This is an optimization exercise on Yosys and OpenROAD, whose aim is small area, not a production implementation.
In this exercise RTL edits were held to simulation tests only and were not proved equivalent to the original.

## flow/design.v (module list and top-level ports; edited modules follow where they fit)
// module hsv_to_rgb: 989 lines
// module PWM: 13 lines
// module hsv_rgb_pwm: 21 lines
module hsv_rgb_pwm(
    input clk,
    input reset,
    input [8:0] Hue,
    input [8:0] Saturation,
    input [8:0] Value,
    output [7:0] R,
    output [7:0] G,
    output [7:0] B,
    output [2:0] rgb_led_tri_o
    );
  // ...
==> flow/flow/run.sh <==
#!/bin/bash
# Own flow: the standard synthesis, then a cleanup of the adder logic
# (polar.py: full adders used inverted where that saves inverters; resynth.sh:
# the logic between adder cells and flip-flops re-mapped by ABC for area;
# best.sh tries a few settings of both and keeps the smallest netlist),
# then the standard layout with small port buffers and a plain clock tree.
# Each tool's output goes to a log file of its own in the work folder.
set -euo pipefail
W=$(pwd)
F=$W/flow
R=$W/orfs/results/${FLOW_PLATFORM:-sky130hd}/hsv_rgb_pwm/base
export LIB=$FLOW_HOME/platforms/sky130hd/lib/sky130_fd_sc_hd__tt_025C_1v80.lib
export CFG=$FLOW_HOME/platforms/sky130hd/config.mk
bash standard.sh synth > $W/log_synth.txt 2>&1
cp $R/1_2_yosys.v $W/netlist_standard.v
NJ=${NUM_CORES:-4} bash $F/best.sh $W/netlist_standard.v $W/netlist_resynth.v $W/resynth > $W/log_resynth.txt 2>&1
cp $W/netlist_resynth.v $R/1_2_yosys.v
rm -f $R/1_synth.odb $R/1_synth.sdc
bash standard.sh finish "BUFFER_PORTS_ARGS=-buffer_cell sky130_fd_sc_hd__buf_1" \
  "CTS_ARGS=-sink_clustering_enable -repair_clock_nets -buf_list sky130_fd_sc_hd__clkbuf_8 -dont_use_dummy_load" \
  > $W/log_layout.txt 2>&1
==> flow/flow/area.abc <==
strash
ifraig
dc2
dch -f
amap
topo
==> flow/flow/area2.abc <==
strash
ifraig
dc2
dch -f
amap
strash
dch -f
amap
topo
==> flow/flow/best.sh <==
#!/bin/bash
# best.sh in.v out.v workdir: try several inverter choices (polar.py) and ABC
# scripts (resynth.sh) in parallel and keep the smallest netlist.
HERE=$(cd $(dirname $0) && pwd)
IN=$1; OUT=$2; WD=$3
mkdir -p $WD
i=0
for gw in 0.05 0.1 0.25 0.5; do
  for sc in ${SCRIPTS:-area area2 deep}; do
    i=$((i+1)); D=$WD/t$i; mkdir -p $D
    (
      GLUE_W=$gw python3 $HERE/polar.py $IN $D/pol.v > $D/polar.log 2>&1 &&
      TMPD=$D bash $HERE/resynth.sh $D/pol.v $D/rs.v $HERE/$sc.abc > $D/area.txt 2>&1
      echo "GLUE_W=$gw script=$sc" >> $D/area.txt
    ) &
    if (( i % ${NJ:-4} == 0 )); then wait; fi
  done
done
wait
best=""; bestA=1e18
for D in $WD/t*; do
  a=$(grep -o "Chip area for module.*: [0-9.]*" $D/area.txt 2>/dev/null | awk '{print $NF}')
  [ -n "$a" ] || continue
  echo "$D $a $(tail -1 $D/area.txt)"
  if awk "BEGIN{exit !($a < $bestA)}"; then bestA=$a; best=$D; fi
done
echo "best: $best $bestA"
cp $best/rs.v $OUT
==> flow/flow/deep.abc <==
strash
ifraig
&get -n
&deepsyn -T 60
&put
dch -f
amap
topo
==> flow/flow/models.py <==
#!/usr/bin/env python3
"""Writes Verilog models (for techmap) of the single-output combinational cells of
a liberty file, except the ones named on the command line's keep list.
Usage: models.py lib out.v"""
import re, sys
lib = open(sys.argv[1]).read()
out = []
for cm in re.finditer(r'\n\s*cell\s*\(\s*"?([\w]+)"?\s*\)\s*\{', lib):
    name = cm.group(1)
    # find the cell's text: up to the next top-level cell
    start = cm.end()
    nxt = re.search(r'\n\s*cell\s*\(', lib[start:])
    text = lib[start: start + nxt.start()] if nxt else lib[start:]
    if re.search(r'\b(ff|latch|statetable)\s*\(', text): continue
    pins = re.findall(r'\n\s*pin\s*\(\s*"?(\w+)"?\s*\)\s*\{(.*?)\n\s{8}\}', text, re.S)
    ins, outs = [], []
    for pn, pt in pins:
        d = re.search(r'direction\s*:\s*"?(\w+)"?', pt)
        if not d: continue
        if d.group(1) == 'input': ins.append(pn)
        elif d.group(1) == 'output':
            f = re.search(r'function\s*:\s*"([^"]*)"', pt)
            outs.append((pn, f.group(1) if f else None))
    if len(outs) != 1 or outs[0][1] is None or not ins: continue
    fn = outs[0][1].replace('!', '~').replace('*', '&').replace('+', '|')
    on = outs[0][0]
    out.append(f"module {name}({', '.join(ins + [on])});\n  input {', '.join(ins)};\n  output {on};\n  assign {on} = {fn};\nendmodule\n")
open(sys.argv[2], 'w').write("\n".join(out))
sys.stderr.write(f"models: {len(out)} cells\n")
==> flow/flow/polar.py <==
#!/usr/bin/env python3
"""Inverter removal around full adders. A full adder is self-dual: inverting its
three inputs inverts both outputs. This chooses, for every fa cell, whether to
use it inverted so that the fewest inverters are needed between cells, then
rewrites the netlist (all inverters rebuilt, at most one per signal).
Usage: polar.py in.v out.v"""
import re, sys, random

src = open(sys.argv[1]).read()
m = re.search(r'^(.*?;\n)(\s*sky130_fd_sc_hd__.*)(endmodule.*)$', src, re.S)
head, body, tail = m.group(1), m.group(2), m.group(3)
# head must hold the port list and wire declarations only
cell_re = re.compile(r'\s*(sky130_fd_sc_hd__\w+)\s+(\S+)\s*\((.*?)\);', re.S)
cells = []
pos = 0
for cm in cell_re.finditer(body):
    assert body[pos:cm.start()].strip() == '', body[pos:cm.start()][:200]
    pos = cm.end()
    pins = [(p, n.strip()) for p, n in re.findall(r'\.(\w+)\(([^()]*)\)', cm.group(3))]
    cells.append([cm.group(1), cm.group(2), pins])
assert body[pos:].strip() == ''
OUTPINS = {'Y', 'X', 'SUM', 'COUT', 'Q', 'Q_N', 'HI', 'LO'}
def is_inv(t): return re.match(r'sky130_fd_sc_hd__(clk)?inv_\d+$', t) is not None
def is_glue(t):
    if re.match(r'sky130_fd_sc_hd__(fa|dfxtp|dfrtp|dfstp|dfxbp|conb)_', t): return False
    if re.match(r'sky130_fd_sc_hd__ha_', t): return HA_GLUE
    return True
HA_GLUE = __import__('os').environ.get('HA_GLUE', '1') == '1'
def is_fa(t): return re.match(r'sky130_fd_sc_hd__fa_\d+$', t) is not None

drv = {}
for i, (t, n, pins) in enumerate(cells):
    for p, net in pins:
        if p in OUTPINS: drv[net] = (i, p)
inv_of = {}  # inverter output net -> input net
for t, n, pins in cells:
    if is_inv(t):
        d = dict(pins); inv_of[d['Y']] = d['A']
def root(net):
    par = 0
    while net in inv_of:
        net = inv_of[net]; par ^= 1
    return net, par

# ports: nets named in the module header as inputs/outputs are roots / rigid loads
port_nets = set()
for mm in re.finditer(r'^\s*(input|output)\s+(\[(\d+):(\d+)\]\s*)?([\\\w.$\[\]]+)\s*;', head, re.M):
    name = mm.group(5)
    if mm.group(2):
        hi, lo = int(mm.group(3)), int(mm.group(4))
        for b in range(min(hi, lo), max(hi, lo) + 1): port_nets.add(f"{name}[{b}]")
    else:
        port_nets.add(name)
out_ports = set()
for mm in re.finditer(r'^\s*output\s+(\[(\d+):(\d+)\]\s*)?([\\\w.$\[\]]+)\s*;', head, re.M):
    name = mm.group(4)
    if mm.group(1):
        hi, lo = int(mm.group(2)), int(mm.group(3))
        for b in range(min(hi, lo), max(hi, lo) + 1): out_ports.add(f"{name}[{b}]")
    else: out_ports.add(name)

fa_idx = [i for i, c in enumerate(cells) if is_fa(c[0])]
fa_pos = {i: k for k, i in enumerate(fa_idx)}
# loads: root -> list of (cell index or None, pin, parity)
loads = {}
for i, (t, n, pins) in enumerate(cells):
    if is_inv(t): continue
    for p, net in pins:
        if p in OUTPINS: continue
        if net.startswith("1'b") or net == '': continue
        r, par = root(net)
        loads.setdefault(r, []).append((i, p, par))
for net in out_ports:
    r, par = root(net)
    if (r, par) != (net, 0):
        loads.setdefault(r, []).append((None, net, par))
# nets that are output ports driven through inverters keep their names

roots = set(loads)
for net, (i, p) in drv.items():
    if not is_inv(cells[i][0]): roots.add(net)

def fa_of_driver(r):
    d = drv.get(r)
    if d and is_fa(cells[d[0]][0]): return fa_pos[d[0]]
    return None

root_list = sorted(roots)
rinfo = []
for r in root_list:
    dfa = fa_of_driver(r)
    ls = []; soft = []
    for (i, p, par) in loads.get(r, []):
        f = fa_pos.get(i) if i is not None else None
        ls.append((f, par)); soft.append(i is not None and is_glue(cells[i][0]))
    d = drv.get(r)
    soft_drv = d is not None and is_glue(cells[d[0]][0])
    rinfo.append((dfa, ls, soft_drv, soft))
# roots touching each fa
touch = [set() for _ in fa_idx]
for k, (dfa, ls, _, _) in enumerate(rinfo):
    if dfa is not None: touch[dfa].add(k)
    for f, par in ls:
        if f is not None: touch[f].add(k)

GLUE_W = float(__import__('os').environ.get('GLUE_W', '0.1'))
def rcost(k, flip):
    dfa, ls, soft_drv, soft = rinfo[k]
    prov = flip[dfa] if dfa is not None else 0
    hard = False; softm = False
    for (f, par), sl in zip(ls, soft):
        if (par ^ (flip[f] if f is not None else 0)) != prov:
            if sl: softm = True
            else: hard = True
    if hard: return GLUE_W if soft_drv else 1.0
    return GLUE_W if softm else 0.0

def total(flip): return sum(rcost(k, flip) for k in range(len(rinfo)))

best = None
rng = random.Random(1)
for trial in range(30):
    flip = [0] * len(fa_idx) if trial == 0 else [rng.randint(0, 1) for _ in fa_idx]
    improved = True
    while improved:
        improved = False
        order = list(range(len(fa_idx))); rng.shuffle(order)
        for f in order:
            before = sum(rcost(k, flip) for k in touch[f])
            flip[f] ^= 1
            after = sum(rcost(k, flip) for k in touch[f])
            if after < before or (after == before and rng.random() < 0.3 and trial > 0):
                improved = improved or after < before
            else:
                flip[f] ^= 1
    c = total(flip)
    if best is None or c < best[0]: best = (c, flip[:])
orig_inv = sum(1 for c in cells if is_inv(c[0]))
cost0 = total([0]*len(fa_idx))
cost, flip = best
sys.stderr.write(f"polar: {len(fa_idx)} fa, inverters {orig_inv}, cost {cost0} -> {cost}, flipped {sum(flip)}\n")

# rebuild
newc = 0
TAG = "pol"
while f"_{TAG}" in src: TAG += "x"
def newnet():
    global newc
    newc += 1
    return f"_{TAG}{newc}_"
# canonical nets: (r, 0) -> r ; (r, 1) -> an existing inverter output with parity 1 if any
canon = {}
for net in inv_of:
    r, par = root(net)
    if par == 1 and (r, 1) not in canon: canon[(r, 1)] = net
for net in out_ports:
    if net in inv_of:
        r, par = root(net)
        if par == 1: canon[(r, 1)] = net
def cname(r, q):
    if q == 0: return r
    if (r, 1) not in canon: canon[(r, 1)] = newnet()
    return canon[(r, 1)]
flipset = {fa_idx[f] for f in range(len(fa_idx)) if flip[f]}
out = []
used = {}
new_wires = set()
for i, (t, n, pins) in enumerate(cells):
    if is_inv(t): continue
    np_ = []
    fl = i in flipset
    for p, net in pins:
        if p in OUTPINS:
            if net == '' : np_.append((p, net)); continue
            q = 1 if fl else 0
            nn = cname(net, q)
            np_.append((p, nn)); used.setdefault(net, set()).add(q)
            new_wires.add(nn)
        elif net.startswith("1'b") or net == '':
            np_.append((p, net))
        else:
            r, par = root(net)
            q = par ^ (1 if fl else 0)
            np_.append((p, cname(r, q))); used.setdefault(r, set()).add(q)
            new_wires.add(cname(r, q))
    out.append((t, n, np_))
for net in out_ports:
    r, par = root(net)
    if (r, par) != (net, 0):
        assert cname(r, par) == net, net
        used.setdefault(r, set()).add(par)
ninv = 0
for r in root_list:
    d = drv.get(r)
    dfl = d is not None and d[0] in flipset
    prov = 1 if dfl else 0
    for q in used.get(r, set()):
        if q != prov:
            ninv += 1
            out.append(("sky130_fd_sc_hd__inv_1", f"_{TAG}inv{ninv}_", [("A", cname(r, prov)), ("Y", cname(r, q))]))
sys.stderr.write(f"polar: wrote {ninv} inverters\n")
declared = set(re.findall(r'^\s*wire\s+(?:\[\d+:\d+\]\s*)?(\S+)\s*;', head, re.M))
extra = [w for w in sorted(new_wires) if w.startswith('_' + TAG) and w not in declared]
lines = [head.rstrip('\n')]
for w in extra: lines.append(f"  wire {w};")
for t, n, pins in out:
    lines.append(f"  {t} {n} (")
    lines.append(",\n".join(f"    .{p}({net}{' ' if net.startswith(chr(92)) else ''})" for p, net in pins))
    lines.append("  );")
lines.append(tail)
open(sys.argv[2], 'w').write("\n".join(lines))
==> flow/flow/resynth.sh <==
#!/bin/bash
# resynth.sh in.v out.v [abc script]: re-map the logic between the adder cells,
# flip-flops and tie cells with ABC for area.
set -e
HERE=$(cd $(dirname $0) && pwd)
LIB=${LIB:-/OpenROAD-flow-scripts/flow/platforms/sky130hd/lib/sky130_fd_sc_hd__tt_025C_1v80.lib}
CFG=${CFG:-/OpenROAD-flow-scripts/flow/platforms/sky130hd/config.mk}
T=${TMPD:-$(mktemp -d)}
python3 $HERE/models.py $LIB $T/models.v 2>/dev/null
if [ "${HA_GLUE:-1}" = 1 ]; then cat >> $T/models.v <<'EOM'
module sky130_fd_sc_hd__ha_1(A, B, COUT, SUM);
  input A, B;
  output COUT, SUM;
  assign SUM = A ^ B;
  assign COUT = A & B;
endmodule
EOM
fi
DU=$(for c in $(grep -o "sky130_fd_sc_hd__\(probe\w*\|lpflow\w*\)" $CFG); do echo -n "-dont_use $c "; done)
SCRIPT=${3:-$HERE/area.abc}
cat > $T/rs.ys <<EOY
read_liberty -lib $LIB
read_verilog $1
hierarchy -top hsv_rgb_pwm
techmap -map $T/models.v
techmap
opt_expr
opt_clean
abc -liberty $LIB $DU -script $SCRIPT
opt_clean -purge
hilomap -singleton -hicell sky130_fd_sc_hd__conb_1 HI -locell sky130_fd_sc_hd__conb_1 LO
insbuf -buf sky130_fd_sc_hd__buf_4 A X
splitnets
opt_clean -purge
check -assert
tee -o $T/stat.txt stat -liberty $LIB
write_verilog -noattr -nohex -nodec $2
EOY
Y=$(command -v yosys || echo $FLOW_HOME/../tools/install/yosys/bin/yosys)
$Y -q -l $T/rs.log -s $T/rs.ys > /dev/null
grep -i "chip area" $T/stat.txt
==> flow/standard.sh <==
#!/bin/bash
# synth_recipe.tcl (not shown) runs the flow's synth.tcl, then flattens the netlist and writes it again
# the make line also repeats each setting of config.mk as NAME=value (left out here)
make -C /OpenROAD-flow-scripts/flow DESIGN_CONFIG=/design/flow/config.mk WORK_HOME=/design/flow/orfs CLKGATE_MAP_FILE= SYNTH_SCRIPT=/design/flow/synth_recipe.tcl "${@:-finish}"
==> flow/config.mk <==
export PLATFORM = sky130hd
export DESIGN_NAME = hsv_rgb_pwm
export DESIGN_NICKNAME = hsv_rgb_pwm
export VERILOG_FILES = /design/flow/design.v
export SDC_FILE = /design/flow/constraint.sdc
export NUM_CORES = 4
export LEC_CHECK = 0
export ABC_AREA = 1
export CAP_MARGIN = 20
export CORE_MARGIN = 2
export CORE_UTILIZATION = 50
export SLEW_MARGIN = 20
==> flow/constraint.sdc <==
create_clock -name core_clock -period 70.0 [get_ports {clk}]
set_input_delay 14.0000 -clock core_clock [delete_from_list [all_inputs] [get_ports {clk}]]
set_output_delay 14.0000 -clock core_clock [all_outputs]
set_load 0.01 [all_outputs]
==> reports/results.txt, run 1 <==
The most common library cell in the layout ignoring fill and taps is sky130_fd_sc_hd__nor2_1. The logs give 0.507 for the starting density of the core and 27800 µm for the wire length of the first global-routing pass. The number of clock sinks seen by CTS is 33. Uppermost metal layer occupied by signal nets: met4. After synthesis, the mean cell area works out to 7.87 µm². Worst path required time: 70.21 ns. The final core utilization is 0.545. The die is 114 µm tall.

The placed wire-length estimate after detailed placement is 13600 µm, and the highest cell delay on the worst timing path is 0.71 ns. The number of remaining DRC errors was 0; the H-tree depth was 2. After synthesis the cells add up to 0.00604 mm².

The tightest min-delay check is of the reg -> reg type. The final cell count without fillers came out at 971. For this block, the initial DRC count from the detailed router was 412. Setup violations remaining at the end of the flow were counted as 0. The met2 global-route usage is 0.481.

At the later pin of the worst-skew pair, clock insertion delay measures 0.30 ns. Post-CTS timing repair inserted 0 buffers for setup. The logs give 0.268 for the global routing usage summed across all routing layers and 0 for the overall overflow remaining after global route. Yosys printed 2 warnings. The floorplan step defined a die boundary enclosing 0.0130 mm². The sequential cell area in the final layout was 661 µm². 627 cells are multi-input combinational gates.

The flow ran to the end and the layout has no timing, DRC or antenna violations. The final weighted congestion in routability-driven placement was 0.901.
==> run 2: changes to the inputs <==
==> flow/design.v (replaced) <==
`timescale 1ns / 1ps
module hsv_to_rgb(
    input [8:0] Hue, Saturation, Value,
    input clk, reset,
    output reg [7:0] R, G, B,
    output restart
    );
    reg [6:0] yr, yg, yb;    
    wire [6:0] S = Saturation[6:0];
    wire [6:0] V = Value[6:0];
    reg [2:0] Hi;
    reg [5:0] K;
    always @* begin
        if      (Hue < 9'd60)  begin Hi = 3'd0; K = 6'd0;  end
        else if (Hue < 9'd120) begin Hi = 3'd1; K = 6'd57; end
        else if (Hue < 9'd180) begin Hi = 3'd2; K = 6'd8;  end
        else if (Hue < 9'd240) begin Hi = 3'd3; K = 6'd49; end
        else if (Hue < 9'd300) begin Hi = 3'd4; K = 6'd16; end
        else if (Hue < 9'd360) begin Hi = 3'd5; K = 6'd41; end
        else                   begin Hi = 3'd0; K = 6'd24; end
    end
    wire odd = Hi[0];
    wire [5:0] fd = (Hue[5:0] ^ {6{odd}}) + K;
wire n0;
wire n1;
wire n2;
wire n3;
wire n4;
wire n5;
wire n6;
wire n7;
wire n8;
wire n9;
wire n10;
wire n11;
wire n12;
wire n13;
wire n14;
wire n15;
wire n16;
wire n17;
wire n18;
wire n19;
wire n20;
wire n21;
wire n22;
wire n23;
wire n24;
wire n25;
wire n26;
wire n27;
wire n28;
wire n29;
wire n30;
wire n31;
wire n32;
wire n33;
wire n34;
wire n35;
wire n36;
wire n37;
wire n38;
wire n39;
wire n40;
wire n41;
wire n42;
wire n43;
wire n44;
wire n45;
wire n46;
wire n47;
wire n48;
wire n49;
wire n50;
wire n51;
wire n52;
wire n53;
wire n54;
wire n55;
wire n56;
wire n57;
wire n58;
wire n59;
wire n60;
wire n61;
wire n62;
wire n63;
wire n64;
wire n65;
wire n66;
wire n67;
wire n68;
wire n69;
wire n70;
wire n71;
wire n72;
wire n73;
wire n74;
wire n75;
wire n76;
wire n77;
wire n78;
wire n79;
wire n80;
wire n81;
wire n82;
wire n83;
wire n84;
wire n85;
wire n86;
wire n87;
wire n88;
wire n89;
wire n90;
wire n91;
wire n92;
wire n93;
wire n94;
wire n95;
wire n96;
wire n97;
wire n98;
wire n99;
wire n100;
wire n101;
wire n102;
wire n103;
wire n104;
wire n105;
wire n106;
wire n107;
wire n108;
wire n109;
wire n110;
wire n111;
wire n112;
wire n113;
wire n114;
wire n115;
wire n116;
wire n117;
wire n118;
wire n119;
wire n120;
wire n121;
wire n122;
wire n123;
wire n124;
wire n125;
wire n126;
wire n127;
wire n128;
wire n129;
wire n130;
wire n131;
wire n132;
wire n133;
wire n134;
wire n135;
wire n136;
wire n137;
wire n138;
wire n139;
wire n140;
wire n141;
wire n142;
wire n143;
wire n144;
wire n145;
wire n146;
wire n147;
wire n148;
wire n149;
wire n150;
wire n151;
wire n152;
wire n153;
wire n154;
wire n155;
wire n156;
wire n157;
wire n158;
wire n159;
wire n160;
wire n161;
wire n162;
wire n163;
wire n164;
wire n165;
wire n166;
wire n167;
wire n168;
wire n169;
wire n170;
wire n171;
wire n172;
wire n173;
wire n174;
wire n175;
wire n176;
wire n177;
wire n178;
wire n179;
wire n180;
wire n181;
wire n182;
wire n183;
wire n184;
wire n185;
wire n186;
wire n187;
wire n188;
wire n189;
wire n190;
wire n191;
wire n192;
wire n193;
wire n194;
wire n195;
wire n196;
wire n197;
wire n198;
wire n199;
wire n200;
wire n201;
wire n202;
wire n203;
wire n204;
wire n205;
wire n206;
wire n207;
wire n208;
wire n209;
wire n210;
wire n211;
wire n212;
wire n213;
wire n214;
wire n215;
wire n216;
wire n217;
wire n218;
wire n219;
wire n220;
wire n221;
wire n222;
wire n223;
wire n224;
wire n225;
wire n226;
wire n227;
wire n228;
wire n229;
wire n230;
wire n231;
wire n232;
wire n233;
wire n234;
wire n235;
wire n236;
wire n237;
wire n238;
wire n239;
wire n240;
wire n241;
wire n242;
wire n243;
wire n244;
wire n245;
wire n246;
wire n247;
wire n248;
wire n249;
wire n250;
wire n251;
wire n252;
wire n253;
wire n254;
wire n255;
wire n256;
wire n257;
wire n258;
wire n259;
wire n260;
wire n261;
wire n262;
wire n263;
wire n264;
wire n265;
wire n266;
wire n267;
wire n268;
wire n269;
wire n270;
wire n271;
wire n272;
wire n273;
wire n274;
wire n275;
wire n276;
wire n277;
wire n278;
wire n279;
wire n280;
wire n281;
wire n282;
wire n283;
wire n284;
wire n285;
wire n286;
wire n287;
wire n288;
wire n289;
wire n290;
wire n291;
wire n292;
wire n293;
wire n294;
wire n295;
wire n296;
wire n297;
wire n298;
wire n299;
wire n300;
wire n301;
wire n302;
wire n303;
wire n304;
wire n305;
wire n306;
wire n307;
wire n308;
wire n309;
wire n310;
wire n311;
wire n312;
wire n313;
wire n314;
wire n315;
wire n316;
wire n317;
wire n318;
wire n319;
wire n320;
wire n321;
wire n322;
wire n323;
wire n324;
wire n325;
wire n326;
wire n327;
wire n328;
wire n329;
wire n330;
wire n331;
wire n332;
wire n333;
wire n334;
wire n335;
wire n336;
wire n337;
wire n338;
wire n339;
wire n340;
wire n341;
wire n342;
wire n343;
wire n344;
wire n345;
wire n346;
wire n347;
wire n348;
wire n349;
wire n350;
wire n351;
wire n352;
wire n353;
wire n354;
wire n355;
wire n356;
wire n357;
wire n358;
wire n359;
wire n360;
wire n361;
wire n362;
wire n363;
wire n364;
wire n365;
wire n366;
wire n367;
wire n368;
wire n369;
wire n370;
wire n371;
wire n372;
wire n373;
wire n374;
wire n375;
wire n376;
wire n377;
wire n378;
wire n379;
wire n380;
wire n381;
wire n382;
wire n383;
wire n384;
wire n385;
wire n386;
wire n387;
wire n388;
wire n389;
wire n390;
wire n391;
wire n392;
wire n393;
wire n394;
wire n395;
wire n396;
wire n397;
wire n398;
wire n399;
wire n400;
wire n401;
wire n402;
wire n403;
wire n404;
wire n405;
wire n406;
wire n407;
wire n408;
wire n409;
wire n410;
wire n411;
wire n412;
wire n413;
wire n414;
wire n415;
wire n416;
wire n417;
wire n418;
wire n419;
wire n420;
wire n421;
wire n422;
wire n423;
wire n424;
wire n425;
wire n426;
wire n427;
wire n428;
wire n429;
wire n430;
wire n431;
wire n432;
wire n433;
wire n434;
wire n435;
wire n436;
wire n437;
wire n438;
wire n439;
wire n440;
wire n441;
wire n442;
wire n443;
wire n444;
wire n445;
wire n446;
wire n447;
wire n448;
wire n449;
wire n450;
wire n451;
wire n452;
wire n453;
wire n454;
wire n455;
wire n456;
wire n457;
wire n458;
wire n459;
wire n460;
wire n461;
wire n462;
wire n463;
wire n464;
wire n465;
wire n466;
wire n467;
wire n468;
wire n469;
wire n470;
wire n471;
wire n472;
wire n473;
wire n474;
wire n475;
wire n476;
wire n477;
wire n478;
wire n479;
wire n480;
wire n481;
wire n482;
wire n483;
assign n0 = ~(S[0] & V[1]) ^ ~(S[1] & V[0]);
assign n1 = ~(~(S[0] & V[1]) | ~(S[1] & V[0]));
assign n2 = ~(S[0] & V[2]) ^ ~(S[1] & V[1]) ^ ~(S[2] & V[0]);
assign n3 = (~(S[0] & V[2]) & ~(S[1] & V[1])) | (~(S[0] & V[2]) & ~(S[2] & V[0])) | (~(S[1] & V[1]) & ~(S[2] & V[0]));
assign n4 = n1 ^ n2;
assign n5 = n1 & ~n2;
assign n6 = ~(S[0] & V[3]) ^ ~(S[1] & V[2]) ^ ~(S[2] & V[1]);
assign n7 = (~(S[0] & V[3]) & ~(S[1] & V[2])) | (~(S[0] & V[3]) & ~(S[2] & V[1])) | (~(S[1] & V[2]) & ~(S[2] & V[1]));
assign n8 = ~(n5);
assign n9 = ~(S[3] & V[0]) ^ n3 ^ n8;
assign n10 = (~(S[3] & V[0]) & n3) | (~(S[3] & V[0]) & n8) | (n3 & n8);
assign n11 = n6 ^ n9;
assign n12 = ~(n6 | n9);
assign n13 = ~(S[0] & V[4]) ^ ~(S[1] & V[3]) ^ ~(S[2] & V[2]);
assign n14 = (~(S[0] & V[4]) & ~(S[1] & V[3])) | (~(S[0] & V[4]) & ~(S[2] & V[2])) | (~(S[1] & V[3]) & ~(S[2] & V[2]));
assign n15 = ~(S[3] & V[1]) ^ ~(S[4] & V[0]) ^ n7;
assign n16 = (~(S[3] & V[1]) & ~(S[4] & V[0])) | (~(S[3] & V[1]) & n7) | (~(S[4] & V[0]) & n7);
assign n17 = ~(n12);
assign n18 = n10 ^ n17 ^ n13;
assign n19 = (n10 & n17) | (n10 & n13) | (n17 & n13);
assign n20 = n15 ^ n18;
assign n21 = ~(n15 | n18);
assign n22 = ~(S[0] & V[5]) ^ ~(S[1] & V[4]) ^ ~(S[2] & V[3]);
assign n23 = (~(S[0] & V[5]) & ~(S[1] & V[4])) | (~(S[0] & V[5]) & ~(S[2] & V[3])) | (~(S[1] & V[4]) & ~(S[2] & V[3]));
assign n24 = ~(S[3] & V[2]) ^ ~(S[4] & V[1]) ^ ~(S[5] & V[0]);
assign n25 = (~(S[3] & V[2]) & ~(S[4] & V[1])) | (~(S[3] & V[2]) & ~(S[5] & V[0])) | (~(S[4] & V[1]) & ~(S[5] & V[0]));
assign n26 = n14 ^ n16 ^ n19;
assign n27 = (n14 & n16) | (n14 & n19) | (n16 & n19);
assign n28 = ~(n21);
assign n29 = n28 ^ n22 ^ n24;
assign n30 = (n28 & n22) | (n28 & n24) | (n22 & n24);
assign n31 = n26 ^ n29;
assign n32 = ~(n26 | n29);
assign n33 = ~(S[0] & V[6]) ^ ~(S[1] & V[5]) ^ ~(S[2] & V[4]);
assign n34 = (~(S[0] & V[6]) & ~(S[1] & V[5])) | (~(S[0] & V[6]) & ~(S[2] & V[4])) | (~(S[1] & V[5]) & ~(S[2] & V[4]));
assign n35 = ~(S[3] & V[3]) ^ ~(S[4] & V[2]) ^ ~(S[5] & V[1]);
assign n36 = (~(S[3] & V[3]) & ~(S[4] & V[2])) | (~(S[3] & V[3]) & ~(S[5] & V[1])) | (~(S[4] & V[2]) & ~(S[5] & V[1]));
assign n37 = ~(S[6] & V[0]) ^ n23 ^ n25;
assign n38 = (~(S[6] & V[0]) & n23) | (~(S[6] & V[0]) & n25) | (n23 & n25);
assign n39 = ~(n32);
assign n40 = n27 ^ n30 ^ n39;
assign n41 = (n27 & n30) | (n27 & n39) | (n30 & n39);
assign n42 = n33 ^ n35 ^ n37;
assign n43 = (n33 & n35) | (n33 & n37) | (n35 & n37);
assign n44 = n40 ^ n42;
assign n45 = ~(n40 | n42);
assign n46 = ~(S[1] & V[6]) ^ ~(S[2] & V[5]) ^ ~(S[3] & V[4]);
assign n47 = (~(S[1] & V[6]) & ~(S[2] & V[5])) | (~(S[1] & V[6]) & ~(S[3] & V[4])) | (~(S[2] & V[5]) & ~(S[3] & V[4]));
assign n48 = ~(S[4] & V[3]) ^ ~(S[5] & V[2]) ^ ~(S[6] & V[1]);
assign n49 = (~(S[4] & V[3]) & ~(S[5] & V[2])) | (~(S[4] & V[3]) & ~(S[6] & V[1])) | (~(S[5] & V[2]) & ~(S[6] & V[1]));
assign n50 = n34 ^ n36 ^ n38;
assign n51 = (n34 & n36) | (n34 & n38) | (n36 & n38);
assign n52 = ~(n45);
assign n53 = n41 ^ n43 ^ n52;
assign n54 = (n41 & n43) | (n41 & n52) | (n43 & n52);
assign n55 = n46 ^ n48 ^ n50;
assign n56 = (n46 & n48) | (n46 & n50) | (n48 & n50);
assign n57 = n53 ^ n55;
assign n58 = ~(n53 | n55);
assign n59 = ~(S[2] & V[6]) ^ ~(S[3] & V[5]) ^ ~(S[4] & V[4]);
assign n60 = (~(S[2] & V[6]) & ~(S[3] & V[5])) | (~(S[2] & V[6]) & ~(S[4] & V[4])) | (~(S[3] & V[5]) & ~(S[4] & V[4]));
assign n61 = ~(S[5] & V[3]) ^ ~(S[6] & V[2]) ^ n47;
assign n62 = (~(S[5] & V[3]) & ~(S[6] & V[2])) | (~(S[5] & V[3]) & n47) | (~(S[6] & V[2]) & n47);
assign n63 = n49 ^ n51 ^ n54;
assign n64 = (n49 & n51) | (n49 & n54) | (n51 & n54);
assign n65 = ~(n58);
assign n66 = n56 ^ n65 ^ n59;
assign n67 = (n56 & n65) | (n56 & n59) | (n65 & n59);
assign n68 = n61 ^ n63 ^ n66;
assign n69 = (n61 & n63) | (n61 & n66) | (n63 & n66);
assign n70 = ~(S[3] & V[6]) ^ ~(S[4] & V[5]) ^ ~(S[5] & V[4]);
assign n71 = (~(S[3] & V[6]) & ~(S[4] & V[5])) | (~(S[3] & V[6]) & ~(S[5] & V[4])) | (~(S[4] & V[5]) & ~(S[5] & V[4]));
assign n72 = ~(S[6] & V[3]) ^ n60 ^ n62;
assign n73 = (~(S[6] & V[3]) & n60) | (~(S[6] & V[3]) & n62) | (n60 & n62);
assign n74 = n64 ^ n67 ^ n69;
assign n75 = (n64 & n67) | (n64 & n69) | (n67 & n69);
assign n76 = n70 ^ n72 ^ n74;
assign n77 = (n70 & n72) | (n70 & n74) | (n72 & n74);
assign n78 = ~(S[4] & V[6]) ^ ~(S[5] & V[5]) ^ ~(S[6] & V[4]);
assign n79 = (~(S[4] & V[6]) & ~(S[5] & V[5])) | (~(S[4] & V[6]) & ~(S[6] & V[4])) | (~(S[5] & V[5]) & ~(S[6] & V[4]));
assign n80 = n71 ^ n73 ^ n75;
assign n81 = (n71 & n73) | (n71 & n75) | (n73 & n75);
assign n82 = n77 ^ n78 ^ n80;
assign n83 = (n77 & n78) | (n77 & n80) | (n78 & n80);
assign n84 = ~(S[5] & V[6]) ^ ~(S[6] & V[5]) ^ n79;
assign n85 = (~(S[5] & V[6]) & ~(S[6] & V[5])) | (~(S[5] & V[6]) & n79) | (~(S[6] & V[5]) & n79);
assign n86 = n81 ^ n83 ^ n84;
assign n87 = (n81 & n83) | (n81 & n84) | (n83 & n84);
assign n88 = ~(S[6] & V[6]) ^ n85 ^ n87;
assign n89 = (~(S[6] & V[6]) & n85) | (~(S[6] & V[6]) & n87) | (n85 & n87);
assign n90 = ~(~(S[0] & V[0]));
assign n91 = n0;
assign n92 = ~(n4);
assign n93 = n11;
assign n94 = n20;
assign n95 = n31;
assign n96 = n44;
assign n97 = n57;
assign n98 = ~(n68);
assign n99 = ~(n76);
assign n100 = ~(n82);
assign n101 = ~(n86);
assign n102 = ~(n88);
assign n103 = ~(n89);
assign n104 = ~(n98);
assign n105 = n90 ^ n93 ^ n104;
assign n106 = (n90 & n93) | (n90 & n104) | (n93 & n104);
assign n107 = ~(n100);
assign n108 = n107 ^ n105 ^ 1'b1;
assign n109 = (n107 & n105) | (n107 & 1'b1) | (n105 & 1'b1);
assign n110 = ~(n99);
assign n111 = n91 ^ n94 ^ n110;
assign n112 = (n91 & n94) | (n91 & n110) | (n94 & n110);
assign n113 = ~(n101);
assign n114 = n113 ^ n106 ^ n109;
assign n115 = (n113 & n106) | (n113 & n109) | (n106 & n109);
assign n116 = n111 ^ n114;
assign n117 = n111 & n114;
assign n118 = n90 ^ n92 ^ n95;
assign n119 = (n90 & n92) | (n90 & n95) | (n92 & n95);
assign n120 = ~(n112);
assign n121 = n100 ^ n102 ^ n120;
assign n122 = (n100 & n102) | (n100 & n120) | (n102 & n120);
assign n123 = n115 ^ n117 ^ n118;
assign n124 = (n115 & n117) | (n115 & n118) | (n117 & n118);
assign n125 = ~(n121);
assign n126 = n125 ^ n123 ^ 1'b1;
assign n127 = (n125 & n123) | (n125 & 1'b1) | (n123 & 1'b1);
assign n128 = ~(n101);
assign n129 = n93 ^ n96 ^ n128;
assign n130 = (n93 & n96) | (n93 & n128) | (n96 & n128);
assign n131 = ~(n119);
assign n132 = n103 ^ n131 ^ n122;
assign n133 = (n103 & n131) | (n103 & n122) | (n131 & n122);
assign n134 = ~(n91);
assign n135 = n124 ^ n127 ^ n134;
assign n136 = (n124 & n127) | (n124 & n134) | (n127 & n134);
assign n137 = ~(n132);
assign n138 = n129 ^ n137 ^ n135;
assign n139 = (n129 & n137) | (n129 & n135) | (n137 & n135);
assign n140 = n92 ^ n94 ^ n97;
assign n141 = (n92 & n94) | (n92 & n97) | (n94 & n97);
assign n142 = ~(n102);
assign n143 = n142 ^ n91 ^ n130;
assign n144 = (n142 & n91) | (n142 & n130) | (n91 & n130);
assign n145 = ~(n133);
assign n146 = n145 ^ n136 ^ n139;
assign n147 = (n145 & n136) | (n145 & n139) | (n136 & n139);
assign n148 = n140 ^ n143 ^ n146;
assign n149 = (n140 & n143) | (n140 & n146) | (n143 & n146);
assign n150 = n93 ^ n95 ^ n98;
assign n151 = (n93 & n95) | (n93 & n98) | (n95 & n98);
assign n152 = ~(n103);
assign n153 = n152 ^ n141 ^ n144;
assign n154 = (n152 & n141) | (n152 & n144) | (n141 & n144);
assign n155 = n147 ^ n149 ^ n150;
assign n156 = (n147 & n149) | (n147 & n150) | (n149 & n150);
assign n157 = n153 ^ n155 ^ 1'b1;
assign n158 = (n153 & n155) | (n153 & 1'b1) | (n155 & 1'b1);
assign n159 = n94 ^ n96 ^ n99;
assign n160 = (n94 & n96) | (n94 & n99) | (n96 & n99);
assign n161 = n151 ^ n154 ^ n156;
assign n162 = (n151 & n154) | (n151 & n156) | (n154 & n156);
assign n163 = n158 ^ n159 ^ n161;
assign n164 = (n158 & n159) | (n158 & n161) | (n159 & n161);
assign n165 = n95 ^ n97 ^ n100;
assign n166 = (n95 & n97) | (n95 & n100) | (n97 & n100);
assign n167 = n160 ^ n162 ^ n164;
assign n168 = (n160 & n162) | (n160 & n164) | (n162 & n164);
assign n169 = n165 ^ n167 ^ 1'b1;
assign n170 = (n165 & n167) | (n165 & 1'b1) | (n167 & 1'b1);
assign n171 = n96 ^ n98 ^ n101;
assign n172 = (n96 & n98) | (n96 & n101) | (n98 & n101);
assign n173 = n166 ^ n168 ^ n170;
assign n174 = (n166 & n168) | (n166 & n170) | (n168 & n170);
assign n175 = n171 ^ n173 ^ 1'b1;
assign n176 = (n171 & n173) | (n171 & 1'b1) | (n173 & 1'b1);
assign n177 = n97 ^ n99 ^ n102;
assign n178 = (n97 & n99) | (n97 & n102) | (n99 & n102);
assign n179 = n172 ^ n174 ^ n176;
assign n180 = (n172 & n174) | (n172 & n176) | (n174 & n176);
assign n181 = n177 ^ n179;
assign n182 = n177 & n179;
assign n183 = n98 ^ n100 ^ n103;
assign n184 = (n98 & n100) | (n98 & n103) | (n100 & n103);
assign n185 = n178 ^ n180 ^ n182;
assign n186 = (n178 & n180) | (n178 & n182) | (n180 & n182);
assign n187 = n183 ^ n185;
assign n188 = n183 & n185;
assign n189 = n99 ^ n101 ^ n184;
assign n190 = (n99 & n101) | (n99 & n184) | (n101 & n184);
assign n191 = n186 ^ n188 ^ n189;
assign n192 = (n186 & n188) | (n186 & n189) | (n188 & n189);
assign n193 = n100 ^ n102 ^ n190;
assign n194 = (n100 & n102) | (n100 & n190) | (n102 & n190);
assign n195 = n192 ^ n193;
assign n196 = n192 & n193;
assign n197 = n101 ^ n103 ^ n194;
assign n198 = (n101 & n103) | (n101 & n194) | (n103 & n194);
assign n199 = n196 ^ n197;
assign n200 = n196 & n197;
assign n201 = n102 ^ n198 ^ n200;
assign n202 = (n102 & n198) | (n102 & n200) | (n198 & n200);
assign n203 = n103 ^ n202;
assign n204 = n103 & n202;
assign n205 = n181;
assign n206 = n187;
assign n207 = n191;
assign n208 = n195;
assign n209 = n199;
assign n210 = n201;
assign n211 = n203;
assign n212 = ~(n205);
assign n213 = V[0] ^ n212 ^ 1'b1;
assign n214 = (V[0] & n212) | (V[0] & 1'b1) | (n212 & 1'b1);
assign n215 = ~(n206);
assign n216 = V[1] ^ n215 ^ n214;
assign n217 = (V[1] & n215) | (V[1] & n214) | (n215 & n214);
assign n218 = ~(n207);
assign n219 = V[2] ^ n218 ^ n217;
assign n220 = (V[2] & n218) | (V[2] & n217) | (n218 & n217);
assign n221 = ~(n208);
assign n222 = V[3] ^ n221 ^ n220;
assign n223 = (V[3] & n221) | (V[3] & n220) | (n221 & n220);
assign n224 = ~(n209);
assign n225 = V[4] ^ n224 ^ n223;
assign n226 = (V[4] & n224) | (V[4] & n223) | (n224 & n223);
assign n227 = ~(n210);
assign n228 = V[5] ^ n227 ^ n226;
assign n229 = (V[5] & n227) | (V[5] & n226) | (n227 & n226);
assign n230 = ~(n211);
assign n231 = V[6] ^ n230 ^ n229;
assign n232 = (V[6] & n230) | (V[6] & n229) | (n230 & n229);
assign n233 = n213;
assign n234 = n216;
assign n235 = n219;
assign n236 = n222;
assign n237 = n225;
assign n238 = n228;
assign n239 = n231;
assign n240 = ~(n205 & fd[1]) ^ ~(n206 & fd[0]);
assign n241 = ~(~(n205 & fd[1]) | ~(n206 & fd[0]));
assign n242 = ~(n205 & fd[2]) ^ ~(n206 & fd[1]) ^ ~(n207 & fd[0]);
assign n243 = (~(n205 & fd[2]) & ~(n206 & fd[1])) | (~(n205 & fd[2]) & ~(n207 & fd[0])) | (~(n206 & fd[1]) & ~(n207 & fd[0]));
assign n244 = n241 ^ n242;
assign n245 = n241 & ~n242;
assign n246 = ~(n205 & fd[3]) ^ ~(n206 & fd[2]) ^ ~(n207 & fd[1]);
assign n247 = (~(n205 & fd[3]) & ~(n206 & fd[2])) | (~(n205 & fd[3]) & ~(n207 & fd[1])) | (~(n206 & fd[2]) & ~(n207 & fd[1]));
assign n248 = ~(n245);
assign n249 = ~(n208 & fd[0]) ^ n243 ^ n248;
assign n250 = (~(n208 & fd[0]) & n243) | (~(n208 & fd[0]) & n248) | (n243 & n248);
assign n251 = n246 ^ n249;
assign n252 = ~(n246 | n249);
assign n253 = ~(n205 & fd[4]) ^ ~(n206 & fd[3]) ^ ~(n207 & fd[2]);
assign n254 = (~(n205 & fd[4]) & ~(n206 & fd[3])) | (~(n205 & fd[4]) & ~(n207 & fd[2])) | (~(n206 & fd[3]) & ~(n207 & fd[2]));
assign n255 = ~(n208 & fd[1]) ^ ~(n209 & fd[0]) ^ n247;
assign n256 = (~(n208 & fd[1]) & ~(n209 & fd[0])) | (~(n208 & fd[1]) & n247) | (~(n209 & fd[0]) & n247);
assign n257 = ~(n252);
assign n258 = n250 ^ n257 ^ n253;
assign n259 = (n250 & n257) | (n250 & n253) | (n257 & n253);
assign n260 = n255 ^ n258;
assign n261 = ~(n255 | n258);
assign n262 = ~(n205 & fd[5]) ^ ~(n206 & fd[4]) ^ ~(n207 & fd[3]);
assign n263 = (~(n205 & fd[5]) & ~(n206 & fd[4])) | (~(n205 & fd[5]) & ~(n207 & fd[3])) | (~(n206 & fd[4]) & ~(n207 & fd[3]));
assign n264 = ~(n208 & fd[2]) ^ ~(n209 & fd[1]) ^ ~(n210 & fd[0]);
assign n265 = (~(n208 & fd[2]) & ~(n209 & fd[1])) | (~(n208 & fd[2]) & ~(n210 & fd[0])) | (~(n209 & fd[1]) & ~(n210 & fd[0]));
assign n266 = n254 ^ n256 ^ n259;
assign n267 = (n254 & n256) | (n254 & n259) | (n256 & n259);
assign n268 = ~(n261);
assign n269 = n268 ^ n262 ^ n264;
assign n270 = (n268 & n262) | (n268 & n264) | (n262 & n264);
assign n271 = n266 ^ n269;
assign n272 = ~(n266 | n269);
assign n273 = ~(n206 & fd[5]) ^ ~(n207 & fd[4]) ^ ~(n208 & fd[3]);
assign n274 = (~(n206 & fd[5]) & ~(n207 & fd[4])) | (~(n206 & fd[5]) & ~(n208 & fd[3])) | (~(n207 & fd[4]) & ~(n208 & fd[3]));
assign n275 = ~(n209 & fd[2]) ^ ~(n210 & fd[1]) ^ ~(n211 & fd[0]);
assign n276 = (~(n209 & fd[2]) & ~(n210 & fd[1])) | (~(n209 & fd[2]) & ~(n211 & fd[0])) | (~(n210 & fd[1]) & ~(n211 & fd[0]));
assign n277 = n263 ^ n265 ^ n267;
assign n278 = (n263 & n265) | (n263 & n267) | (n265 & n267);
assign n279 = ~(n272);
assign n280 = n270 ^ n279 ^ n273;
assign n281 = (n270 & n279) | (n270 & n273) | (n279 & n273);
assign n282 = n275 ^ n277 ^ n280;
assign n283 = (n275 & n277) | (n275 & n280) | (n277 & n280);
assign n284 = ~(n207 & fd[5]) ^ ~(n208 & fd[4]) ^ ~(n209 & fd[3]);
assign n285 = (~(n207 & fd[5]) & ~(n208 & fd[4])) | (~(n207 & fd[5]) & ~(n209 & fd[3])) | (~(n208 & fd[4]) & ~(n209 & fd[3]));
assign n286 = ~(n210 & fd[2]) ^ ~(n211 & fd[1]) ^ n274;
assign n287 = (~(n210 & fd[2]) & ~(n211 & fd[1])) | (~(n210 & fd[2]) & n274) | (~(n211 & fd[1]) & n274);
assign n288 = n276 ^ n278 ^ n281;
assign n289 = (n276 & n278) | (n276 & n281) | (n278 & n281);
assign n290 = n283 ^ n284 ^ n286;
assign n291 = (n283 & n284) | (n283 & n286) | (n284 & n286);
assign n292 = n288 ^ n290;
assign n293 = ~(n288 | n290);
assign n294 = ~(n208 & fd[5]) ^ ~(n209 & fd[4]) ^ ~(n210 & fd[3]);
assign n295 = (~(n208 & fd[5]) & ~(n209 & fd[4])) | (~(n208 & fd[5]) & ~(n210 & fd[3])) | (~(n209 & fd[4]) & ~(n210 & fd[3]));
assign n296 = ~(n211 & fd[2]) ^ n285 ^ n287;
assign n297 = (~(n211 & fd[2]) & n285) | (~(n211 & fd[2]) & n287) | (n285 & n287);
assign n298 = ~(n293);
assign n299 = n289 ^ n291 ^ n298;
assign n300 = (n289 & n291) | (n289 & n298) | (n291 & n298);
assign n301 = n294 ^ n296 ^ n299;
assign n302 = (n294 & n296) | (n294 & n299) | (n296 & n299);
assign n303 = ~(n209 & fd[5]) ^ ~(n210 & fd[4]) ^ ~(n211 & fd[3]);
assign n304 = (~(n209 & fd[5]) & ~(n210 & fd[4])) | (~(n209 & fd[5]) & ~(n211 & fd[3])) | (~(n210 & fd[4]) & ~(n211 & fd[3]));
assign n305 = n295 ^ n297 ^ n300;
assign n306 = (n295 & n297) | (n295 & n300) | (n297 & n300);
assign n307 = n302 ^ n303 ^ n305;
assign n308 = (n302 & n303) | (n302 & n305) | (n303 & n305);
assign n309 = ~(n210 & fd[5]) ^ ~(n211 & fd[4]) ^ n304;
assign n310 = (~(n210 & fd[5]) & ~(n211 & fd[4])) | (~(n210 & fd[5]) & n304) | (~(n211 & fd[4]) & n304);
assign n311 = n306 ^ n308 ^ n309;
assign n312 = (n306 & n308) | (n306 & n309) | (n308 & n309);
assign n313 = ~(n211 & fd[5]) ^ n310 ^ n312;
assign n314 = (~(n211 & fd[5]) & n310) | (~(n211 & fd[5]) & n312) | (n310 & n312);
assign n315 = ~(~(n205 & fd[0]));
assign n316 = n240;
assign n317 = ~(n244);
assign n318 = n251;
assign n319 = n260;
assign n320 = n271;
assign n321 = ~(n282);
assign n322 = n292;
assign n323 = ~(n301);
assign n324 = ~(n307);
assign n325 = ~(n311);
assign n326 = ~(n313);
assign n327 = ~(n314);
assign n328 = n317 ^ n321 ^ n325;
assign n329 = (n317 & n321) | (n317 & n325) | (n321 & n325);
assign n330 = n318 ^ n322 ^ n326;
assign n331 = (n318 & n322) | (n318 & n326) | (n322 & n326);
assign n332 = odd ^ n329 ^ n330;
assign n333 = (odd & n329) | (odd & n330) | (n329 & n330);
assign n334 = n315 ^ n319 ^ n323;
assign n335 = (n315 & n319) | (n315 & n323) | (n319 & n323);
assign n336 = n327 ^ n331 ^ n333;
assign n337 = (n327 & n331) | (n327 & n333) | (n331 & n333);
assign n338 = n334 ^ n336 ^ 1'b1;
assign n339 = (n334 & n336) | (n334 & 1'b1) | (n336 & 1'b1);
assign n340 = n316 ^ n320 ^ n324;
assign n341 = (n316 & n320) | (n316 & n324) | (n320 & n324);
assign n342 = odd ^ n335 ^ n337;
assign n343 = (odd & n335) | (odd & n337) | (n335 & n337);
assign n344 = n339 ^ n340 ^ n342;
assign n345 = (n339 & n340) | (n339 & n342) | (n340 & n342);
assign n346 = n317 ^ n321 ^ n325;
assign n347 = (n317 & n321) | (n317 & n325) | (n321 & n325);
assign n348 = odd ^ n341 ^ n343;
assign n349 = (odd & n341) | (odd & n343) | (n341 & n343);
assign n350 = n345 ^ n346 ^ n348;
assign n351 = (n345 & n346) | (n345 & n348) | (n346 & n348);
assign n352 = n318 ^ n322 ^ n326;
assign n353 = (n318 & n322) | (n318 & n326) | (n322 & n326);
assign n354 = odd ^ n347 ^ n349;
assign n355 = (odd & n347) | (odd & n349) | (n347 & n349);
assign n356 = n351 ^ n352 ^ n354;
assign n357 = (n351 & n352) | (n351 & n354) | (n352 & n354);
assign n358 = n319 ^ n323 ^ n327;
assign n359 = (n319 & n323) | (n319 & n327) | (n323 & n327);
assign n360 = odd ^ n353 ^ n355;
assign n361 = (odd & n353) | (odd & n355) | (n353 & n355);
assign n362 = n357 ^ n358 ^ n360;
assign n363 = (n357 & n358) | (n357 & n360) | (n358 & n360);
assign n364 = n320 ^ n324 ^ odd;
assign n365 = (n320 & n324) | (n320 & odd) | (n324 & odd);
assign n366 = n359 ^ n361 ^ n363;
assign n367 = (n359 & n361) | (n359 & n363) | (n361 & n363);
assign n368 = n364 ^ n366;
assign n369 = n364 & n366;
assign n370 = n321 ^ n325 ^ n365;
assign n371 = (n321 & n325) | (n321 & n365) | (n325 & n365);
assign n372 = n367 ^ n369 ^ n370;
assign n373 = (n367 & n369) | (n367 & n370) | (n369 & n370);
assign n374 = n322 ^ n326 ^ n371;
assign n375 = (n322 & n326) | (n322 & n371) | (n326 & n371);
assign n376 = n373 ^ n374;
assign n377 = n373 & n374;
assign n378 = n323 ^ n327 ^ n375;
assign n379 = (n323 & n327) | (n323 & n375) | (n327 & n375);
assign n380 = n377 ^ n378;
assign n381 = n377 & n378;
assign n382 = n324 ^ n379 ^ n381;
assign n383 = (n324 & n379) | (n324 & n381) | (n379 & n381);
assign n384 = n325 ^ n383;
assign n385 = n325 & n383;
assign n386 = n326 ^ n385;
assign n387 = n326 & n385;
assign n388 = n327 ^ n387;
assign n389 = n327 & n387;
assign n390 = n372;
assign n391 = n376;
assign n392 = n380;
assign n393 = n382;
assign n394 = n384;
assign n395 = n386;
assign n396 = n388;
assign n397 = n233 ^ n390;
assign n398 = n233 & n390;
assign n399 = n234 ^ n391 ^ n398;
assign n400 = (n234 & n391) | (n234 & n398) | (n391 & n398);
assign n401 = n235 ^ n392 ^ n400;
assign n402 = (n235 & n392) | (n235 & n400) | (n392 & n400);
assign n403 = n236 ^ n393 ^ n402;
assign n404 = (n236 & n393) | (n236 & n402) | (n393 & n402);
assign n405 = n237 ^ n394 ^ n404;
assign n406 = (n237 & n394) | (n237 & n404) | (n394 & n404);
assign n407 = n238 ^ n395 ^ n406;
assign n408 = (n238 & n395) | (n238 & n406) | (n395 & n406);
assign n409 = n239 ^ n396 ^ n408;
assign n410 = (n239 & n396) | (n239 & n408) | (n396 & n408);
assign n411 = n397;
assign n412 = n399;
assign n413 = n401;
assign n414 = n403;
assign n415 = n405;
assign n416 = n407;
assign n417 = n409;
assign n418 = yr[0] ^ yr[2];
assign n419 = yr[0] & yr[2];
assign n420 = yr[1] ^ yr[3] ^ n419;
assign n421 = (yr[1] & yr[3]) | (yr[1] & n419) | (yr[3] & n419);
assign n422 = yr[2] ^ yr[4] ^ n421;
assign n423 = (yr[2] & yr[4]) | (yr[2] & n421) | (yr[4] & n421);
assign n424 = yr[3] ^ yr[5] ^ n423;
assign n425 = (yr[3] & yr[5]) | (yr[3] & n423) | (yr[5] & n423);
assign n426 = yr[4] ^ yr[6] ^ n425;
assign n427 = (yr[4] & yr[6]) | (yr[4] & n425) | (yr[6] & n425);
assign n428 = yr[5] ^ n427;
assign n429 = yr[5] & n427;
assign n430 = yr[6] ^ n429;
assign n431 = yr[6] & n429;
assign n432 = yr[1];
assign n433 = n418;
assign n434 = n420;
assign n435 = n422;
assign n436 = n424;
assign n437 = n426;
assign n438 = n428;
assign n439 = n430;
assign n440 = yg[0] ^ yg[2];
assign n441 = yg[0] & yg[2];
assign n442 = yg[1] ^ yg[3] ^ n441;
assign n443 = (yg[1] & yg[3]) | (yg[1] & n441) | (yg[3] & n441);
assign n444 = yg[2] ^ yg[4] ^ n443;
assign n445 = (yg[2] & yg[4]) | (yg[2] & n443) | (yg[4] & n443);
assign n446 = yg[3] ^ yg[5] ^ n445;
assign n447 = (yg[3] & yg[5]) | (yg[3] & n445) | (yg[5] & n445);
assign n448 = yg[4] ^ yg[6] ^ n447;
assign n449 = (yg[4] & yg[6]) | (yg[4] & n447) | (yg[6] & n447);
assign n450 = yg[5] ^ n449;
assign n451 = yg[5] & n449;
assign n452 = yg[6] ^ n451;
assign n453 = yg[6] & n451;
assign n454 = yg[1];
assign n455 = n440;
assign n456 = n442;
assign n457 = n444;
assign n458 = n446;
assign n459 = n448;
assign n460 = n450;
assign n461 = n452;
assign n462 = yb[0] ^ yb[2];
assign n463 = yb[0] & yb[2];
assign n464 = yb[1] ^ yb[3] ^ n463;
assign n465 = (yb[1] & yb[3]) | (yb[1] & n463) | (yb[3] & n463);
assign n466 = yb[2] ^ yb[4] ^ n465;
assign n467 = (yb[2] & yb[4]) | (yb[2] & n465) | (yb[4] & n465);
assign n468 = yb[3] ^ yb[5] ^ n467;
assign n469 = (yb[3] & yb[5]) | (yb[3] & n467) | (yb[5] & n467);
assign n470 = yb[4] ^ yb[6] ^ n469;
assign n471 = (yb[4] & yb[6]) | (yb[4] & n469) | (yb[6] & n469);
assign n472 = yb[5] ^ n471;
assign n473 = yb[5] & n471;
assign n474 = yb[6] ^ n473;
assign n475 = yb[6] & n473;
assign n476 = yb[1];
assign n477 = n462;
assign n478 = n464;
assign n479 = n466;
assign n480 = n468;
assign n481 = n470;
assign n482 = n472;
assign n483 = n474;
    wire [6:0] dd = {n211, n210, n209, n208, n207, n206, n205};
    wire [6:0] mm = {n239, n238, n237, n236, n235, n234, n233};
    wire [6:0] md = {n417, n416, n415, n414, n413, n412, n411};
    reg [2:0] sr, sg, sb;    
    always @* begin
        case (Hi)
            3'd0: begin sr = 3'b001; sg = 3'b100; sb = 3'b010; end
            3'd1: begin sr = 3'b100; sg = 3'b001; sb = 3'b010; end
            3'd2: begin sr = 3'b010; sg = 3'b001; sb = 3'b100; end
            3'd3: begin sr = 3'b010; sg = 3'b100; sb = 3'b001; end
            3'd4: begin sr = 3'b100; sg = 3'b010; sb = 3'b001; end
            default: begin sr = 3'b001; sg = 3'b010; sb = 3'b100; end
        endcase
    end
    function [6:0] pick(input [2:0] s, input [6:0] v0, input [6:0] v1, input [6:0] v2);
        pick = ({7{s[0]}} & v0) | ({7{s[1]}} & v1) | ({7{s[2]}} & v2);
    endfunction
    wire [6:0] xr = pick(sr, V, mm, md);
    wire [6:0] xg = pick(sg, V, mm, md);
    wire [6:0] xb = pick(sb, V, mm, md);
    always @* begin
        R = {n439, n438, n437, n436, n435, n434, n433, n432};
        G = {n461, n460, n459, n458, n457, n456, n455, n454};
        B = {n483, n482, n481, n480, n479, n478, n477, n476};
    end
    function [6:0] code(input [6:0] x, input [6:0] cur);
        code = (x == 7'd0 && cur >= 7'd5) ? 7'd102 : x;
    endfunction
    wire [6:0] nr = code(xr, yr);
    wire [6:0] ng = code(xg, yg);
    wire [6:0] nb = code(xb, yb);
    assign restart = reset || nr != yr || ng != yg || nb != yb;
    always @(posedge clk) begin
        if (reset) begin
            yr <= 7'd0; yg <= 7'd0; yb <= 7'd0;
        end else begin
            yr <= nr; yg <= ng; yb <= nb;
        end
    end
endmodule
`timescale 1ns / 1ps
module PWM(
    input [7:0] R, G, B,
    input clk, reset, restart,
    output reg [2:0] rgb_led_tri_o
    );
    reg [8:0] c;
    always @(posedge clk) begin
        if (restart) c <= 9'd0;
        else         c <= c + 9'd1;
        if (reset) rgb_led_tri_o <= 3'b000;
        else rgb_led_tri_o <= {c < B, c < G, c < R};
    end
endmodule
`timescale 1ns / 1ps
module hsv_rgb_pwm(
    input clk,
    input reset,
    input [8:0] Hue,
    input [8:0] Saturation,
    input [8:0] Value,
    output [7:0] R,
    output [7:0] G,
    output [7:0] B,
    output [2:0] rgb_led_tri_o
    );
    wire restart;
    hsv_to_rgb hsv_to_rgb_0 (
        .Hue(Hue), .Saturation(Saturation), .Value(Value),
        .clk(clk), .reset(reset),
        .R(R), .G(G), .B(B), .restart(restart));
    PWM PWM_0 (
        .R(R), .G(G), .B(B),
        .clk(clk), .reset(reset), .restart(restart),
        .rgb_led_tri_o(rgb_led_tri_o));
endmodule
--- a/flow/flow/resynth.sh
+++ b/flow/flow/resynth.sh
@@ -24,17 +24,17 @@
 hierarchy -top hsv_rgb_pwm
 techmap -map $T/models.v
 techmap
 opt_expr
 opt_clean
 abc -liberty $LIB $DU -script $SCRIPT
 opt_clean -purge
 hilomap -singleton -hicell sky130_fd_sc_hd__conb_1 HI -locell sky130_fd_sc_hd__conb_1 LO
-insbuf -buf sky130_fd_sc_hd__buf_4 A X
+insbuf -buf sky130_fd_sc_hd__buf_1 A X
 splitnets
 opt_clean -purge
 check -assert
 tee -o $T/stat.txt stat -liberty $LIB
 write_verilog -noattr -nohex -nodec $2
 EOY
 Y=$(command -v yosys || echo $FLOW_HOME/../tools/install/yosys/bin/yosys)
 $Y -q -l $T/rs.log -s $T/rs.ys > /dev/null
==> reports/results.txt, run 2 <==
The area used by multi-input combinational logic was 0.00477 mm² (was 0.00496 mm²). The run gives 56 (unchanged) as the count of pins on the block boundary. The tools report the overall overflow remaining after global route as 0 (unchanged). The run gives 1085 (was 1175) as the number of fill cells in the layout. Die width: 112 µm (was 114 µm).

The run gives 22.1 MHz (was 26.9 MHz) as the achievable clock frequency. The number of buffers between clock root and the deepest sink came out at 2 (unchanged). The wire length of the first global-routing pass is 24300 µm (was 27800 µm).

The placement-stage worst setup slack was 24.25 ns (was 32.28 ns); the number of nets with antenna violations after routing was 0 (unchanged). The number of standard-cell rows in the floorplan was 39 (was 40).

The maximum number of pins on one net before global-route repair is 24 (was 26), and the CTS buffer count is 5 (unchanged). The tools report the post-synthesis instance area as 0.00581 mm² (was 0.00604 mm²). For the detailed-router iteration count before antenna repair, the log shows 8 (was 10).

The share of the clock period used by the worst path after layout is 0.648 (was 0.530), and the starting density of the core is 0.511 (was 0.507). The area of the core is 0.0114 mm² (was 0.0119 mm²). The global routing usage summed across all routing layers is 0.240 (was 0.268).

The root buffer cell was sky130_fd_sc_hd__clkbuf_8 (unchanged). The proportion of layout cells with a drive suffix above 1 is 0.0125 (was 0.00971). The aggregate routed wire length was 13800 µm (was 16100 µm); the net count after synthesis was 843 (was 915). Path class of the lowest-slack min-delay path: reg -> reg (unchanged). The number of DRC markers after the initial detailed-route iteration is 393 (was 412). The cell count after synthesis is 682 (was 768).

The clock-pin slew of the registers on the worst-case setup and hold paths was 0.06 ns (was 0.07 ns). The run gives 2 (unchanged) as the number of warnings issued by yosys. The wire length on met2 is 6940 µm (was 8310 µm), and the met1 routed wirelength after detailed routing is 5780 µm (was 6710 µm). The tools report the worst path required time as 70.19 ns (was 70.21 ns).

The number of cells upsized or downsized after cts is 0 (unchanged), and the per-instance average area after synthesis is 8.52 µm² (was 7.87 µm²). The number of remaining DRC errors is 0 (unchanged). Number of max-capacitance violations reported: 0 (unchanged). The nature of the critical path endpoint is a register (unchanged). The count of input and output buffers works out to 51 (unchanged).

The source of the worst register-to-register timing path was hsv_to_rgb_0.yb[4]$_SDFF_PP0_ (was hsv_to_rgb_0.yb[1]$_SDFF_PP0_). The tools report the worst setup margin as 24.65 ns (was 32.88 ns). TritonCTS built the clock tree. Net total in the final layout: 881 (was 973). Critical-path cell with the highest stage delay: sky130_fd_sc_hd__fa_1 (unchanged). The via density per instance is 5.80 (was 5.93). The pin slew with the least headroom to its limit is 0.768 ns (was 1.07 ns). The tools report the final hold violation count as 0 (unchanged). The area added between synthesis and finish came out at 6.52% (was 7.35%). The placed wire-length estimate after detailed placement is 11800 µm (was 13600 µm). Setup repair after global routing left no endpoint under its margin. The logs give 661 µm² (unchanged) for the sequential cell area in the final layout and 0.0131 ns (was 0.00964 ns) for the final setup skew. The sum of negative setup slack was 0 ns (unchanged).

The critical path startpoint was Value[2] (was Value[6]). The number of clock sinks seen by CTS was 33 (unchanged). The most common library cell in the layout ignoring fill and taps was sky130_fd_sc_hd__nor2_1 (unchanged).

For the count of hold buffers inserted by post-cts repair, the log shows 0 (unchanged). The uppermost metal layer occupied by signal nets is met4 (unchanged). The run gives 0.865 (was 0.901) as the final weighted congestion in routability-driven placement.

For the post-CTS setup buffer count, the log shows 0 (unchanged). The wire length per cell came out at 16.1 µm (was 16.6 µm). Data arrival time of the worst path: 45.53 ns (was 37.33 ns). The class of the most critical setup path is in -> reg (unchanged). The highest fanout seen on the critical path was 11 (was 9). The routed wire length on met3 was 656 µm (was 674 µm).

The area enclosed by the die boundary is 0.0125 mm² (was 0.0130 mm²), and the total setup violations reported at the end of the flow is 0 (unchanged). The run gives 0 (unchanged) as the number of antenna violations at the first check in global routing.

The kind of cell adding the most delay to the critical path is adder cells (unchanged). Startpoint of the tightest hold check path: PWM_0.c[8]$_SDFF_PP0_ (was PWM_0.c[0]$_SDFF_PP0_). The number of flip-flops under the largest register name is 9 (unchanged), and the number of antenna repair diodes is 0 (unchanged). The y dimension of the die was 112 µm (was 114 µm). The cell repeated most along the worst path is sky130_fd_sc_hd__fa_1 (unchanged). The buffering stage count on the worst path with inverters included came out at 13 (was 8).

Leading cell types in the layout, fill and taps excluded: 148 x sky130_fd_sc_hd__nor2_1, 132 x sky130_fd_sc_hd__fa_1, 83 x sky130_fd_sc_hd__nand2_1, 76 x sky130_fd_sc_hd__clkinv_1, 51 x sky130_fd_sc_hd__buf_1 (was 198 x sky130_fd_sc_hd__nor2_1, 118 x sky130_fd_sc_hd__fa_1, 105 x sky130_fd_sc_hd__clkinv_1, 74 x sky130_fd_sc_hd__nand2_1, 54 x sky130_fd_sc_hd__a21oi_1). The final critical path time including I/O delays and setup is 45.35 ns (was 37.12 ns). Number of pins with negative max-slew slack in the final report: 0 (unchanged). The run finished with no timing, DRC or antenna violations.

The H-tree depth came out at 2 (unchanged). For the clock network latency to the later pin of the worst-skew pair, the log shows 0.29 ns (was 0.30 ns). The tools report the category of the worst setup path launch point as an input pin (unchanged). The highest cell delay on the worst timing path was 0.61 ns (was 0.71 ns); the number of global-route vias before repair was 5061 (was 5814).

The register with the most flip-flops was PWM_0.c (unchanged). The normalized max-slew margin came out at 0.482 (was 0.288). The vias after detailed routing is 4994 (was 5754).
run 2: cell types whose count changed in the layout (fill, tap and decap cells not counted), moves of 5 or more:
cell	previous run	this run
sky130_fd_sc_hd__a21oi_1	54	37
sky130_fd_sc_hd__a31oi_1	7	2
sky130_fd_sc_hd__clkinv_1	105	76
sky130_fd_sc_hd__fa_1	118	132
sky130_fd_sc_hd__nand2_1	74	83
sky130_fd_sc_hd__nor2_1	198	148
sky130_fd_sc_hd__nor4_1	7	1
sky130_fd_sc_hd__o21ai_0	41	23
sky130_fd_sc_hd__o22a_1	8	3
sky130_fd_sc_hd__or2_0	0	6
run 2: stage by stage:
| stage | util | hold WS, ns | std cells | instance area [µm²] |
|---|---|---|---|---|
| after floorplan | - | 0.417 | 682 | 5810 |
| after global placement | 0.538 | 0.449 | 856 | 6120 |
| after detailed placement | 0.538 | 0.460 | 856 | 6120 |
| after CTS | 0.544 | 0.472 | 861 | 6190 |
| after global routing | 0.544 | 0.512 | 861 | 6190 |
| final | 0.544 | 0.464 | 861 | 6190 |
run 2: path summary, 6_finish.rpt:
check	to	slack [ns]	cells past startpoint
max	PWM_0.c[7]$_SDFF_PP0_	24.65	107
min	PWM_0.c[8]$_SDFF_PP0_	0.46	1
max reg2reg	PWM_0.c[7]$_SDFF_PP0_	66.03	11
min reg2reg	PWM_0.c[8]$_SDFF_PP0_	0.46	1
run 2: layout make-up:
cell class              instances  area share
repair buffers                 55      0.0358
well taps                     143      0.0289
clock buffers                   5      0.0111
multi-input cells             549       0.771
flip-flops and latches         33       0.107
inverters                      76      0.0461
run 2: worst register-to-register path: stages (launching register included):
cell,delay [ns]
sky130_fd_sc_hd__dfxtp_1,0.37
sky130_fd_sc_hd__or4_1,0.55
sky130_fd_sc_hd__o2111ai_1,0.20
sky130_fd_sc_hd__nor2_1,0.10
sky130_fd_sc_hd__nor2b_1,0.22
sky130_fd_sc_hd__nor2_1,0.06
sky130_fd_sc_hd__or4b_1,0.46
sky130_fd_sc_hd__a2111oi_0,0.49
sky130_fd_sc_hd__nand4_1,0.15
sky130_fd_sc_hd__a2111oi_0,0.46
sky130_fd_sc_hd__nand4_1,0.50
sky130_fd_sc_hd__a211oi_1,0.32
run 2: per-layer routing:
layer | vias to the layer above | track usage
met5 | - | 0
met4 | 0 | 0.0823
met3 | 41 | 0.0283
met2 | 166 | 0.424
met1 | 2418 | 0.306
li1 | 2369 | -

==> static timing again, ports no longer ideal <==
In the flow no input, the clock included, has a driving cell. The finished layouts below were timed again as built, in two steps.
Step 1 (the two cells are an assumption about what drives the block):
set clk [get_ports {clk}]
set_driving_cell -lib_cell sky130_fd_sc_hd__clkbuf_16 $clk
set_driving_cell -lib_cell sky130_fd_sc_hd__buf_2 [delete_from_list [all_inputs] $clk]
Step 2 times the ports against the registers' clock, not the clock port: input delays grow and output delays shrink by t, the midpoint of the rising clock arrivals with the driver on.
Three values: ideal, step 1, step 2; two values: the first two.
run	shift t [ns]	setup slack, ns	worst setup path after step 2	worst register clock-pin slew, ns
run 1	0.321	32.879 / 32.883 / 32.562	input to register	0.07 / 0.07
run 2	0.311	24.655 / 24.655 / 24.343	input to register	0.07 / 0.07
After both steps setup and hold are still met in every run listed. The setup slack of run 1, which loses most, moves by +0.004 ns with the drivers and by -0.317 ns with both steps.
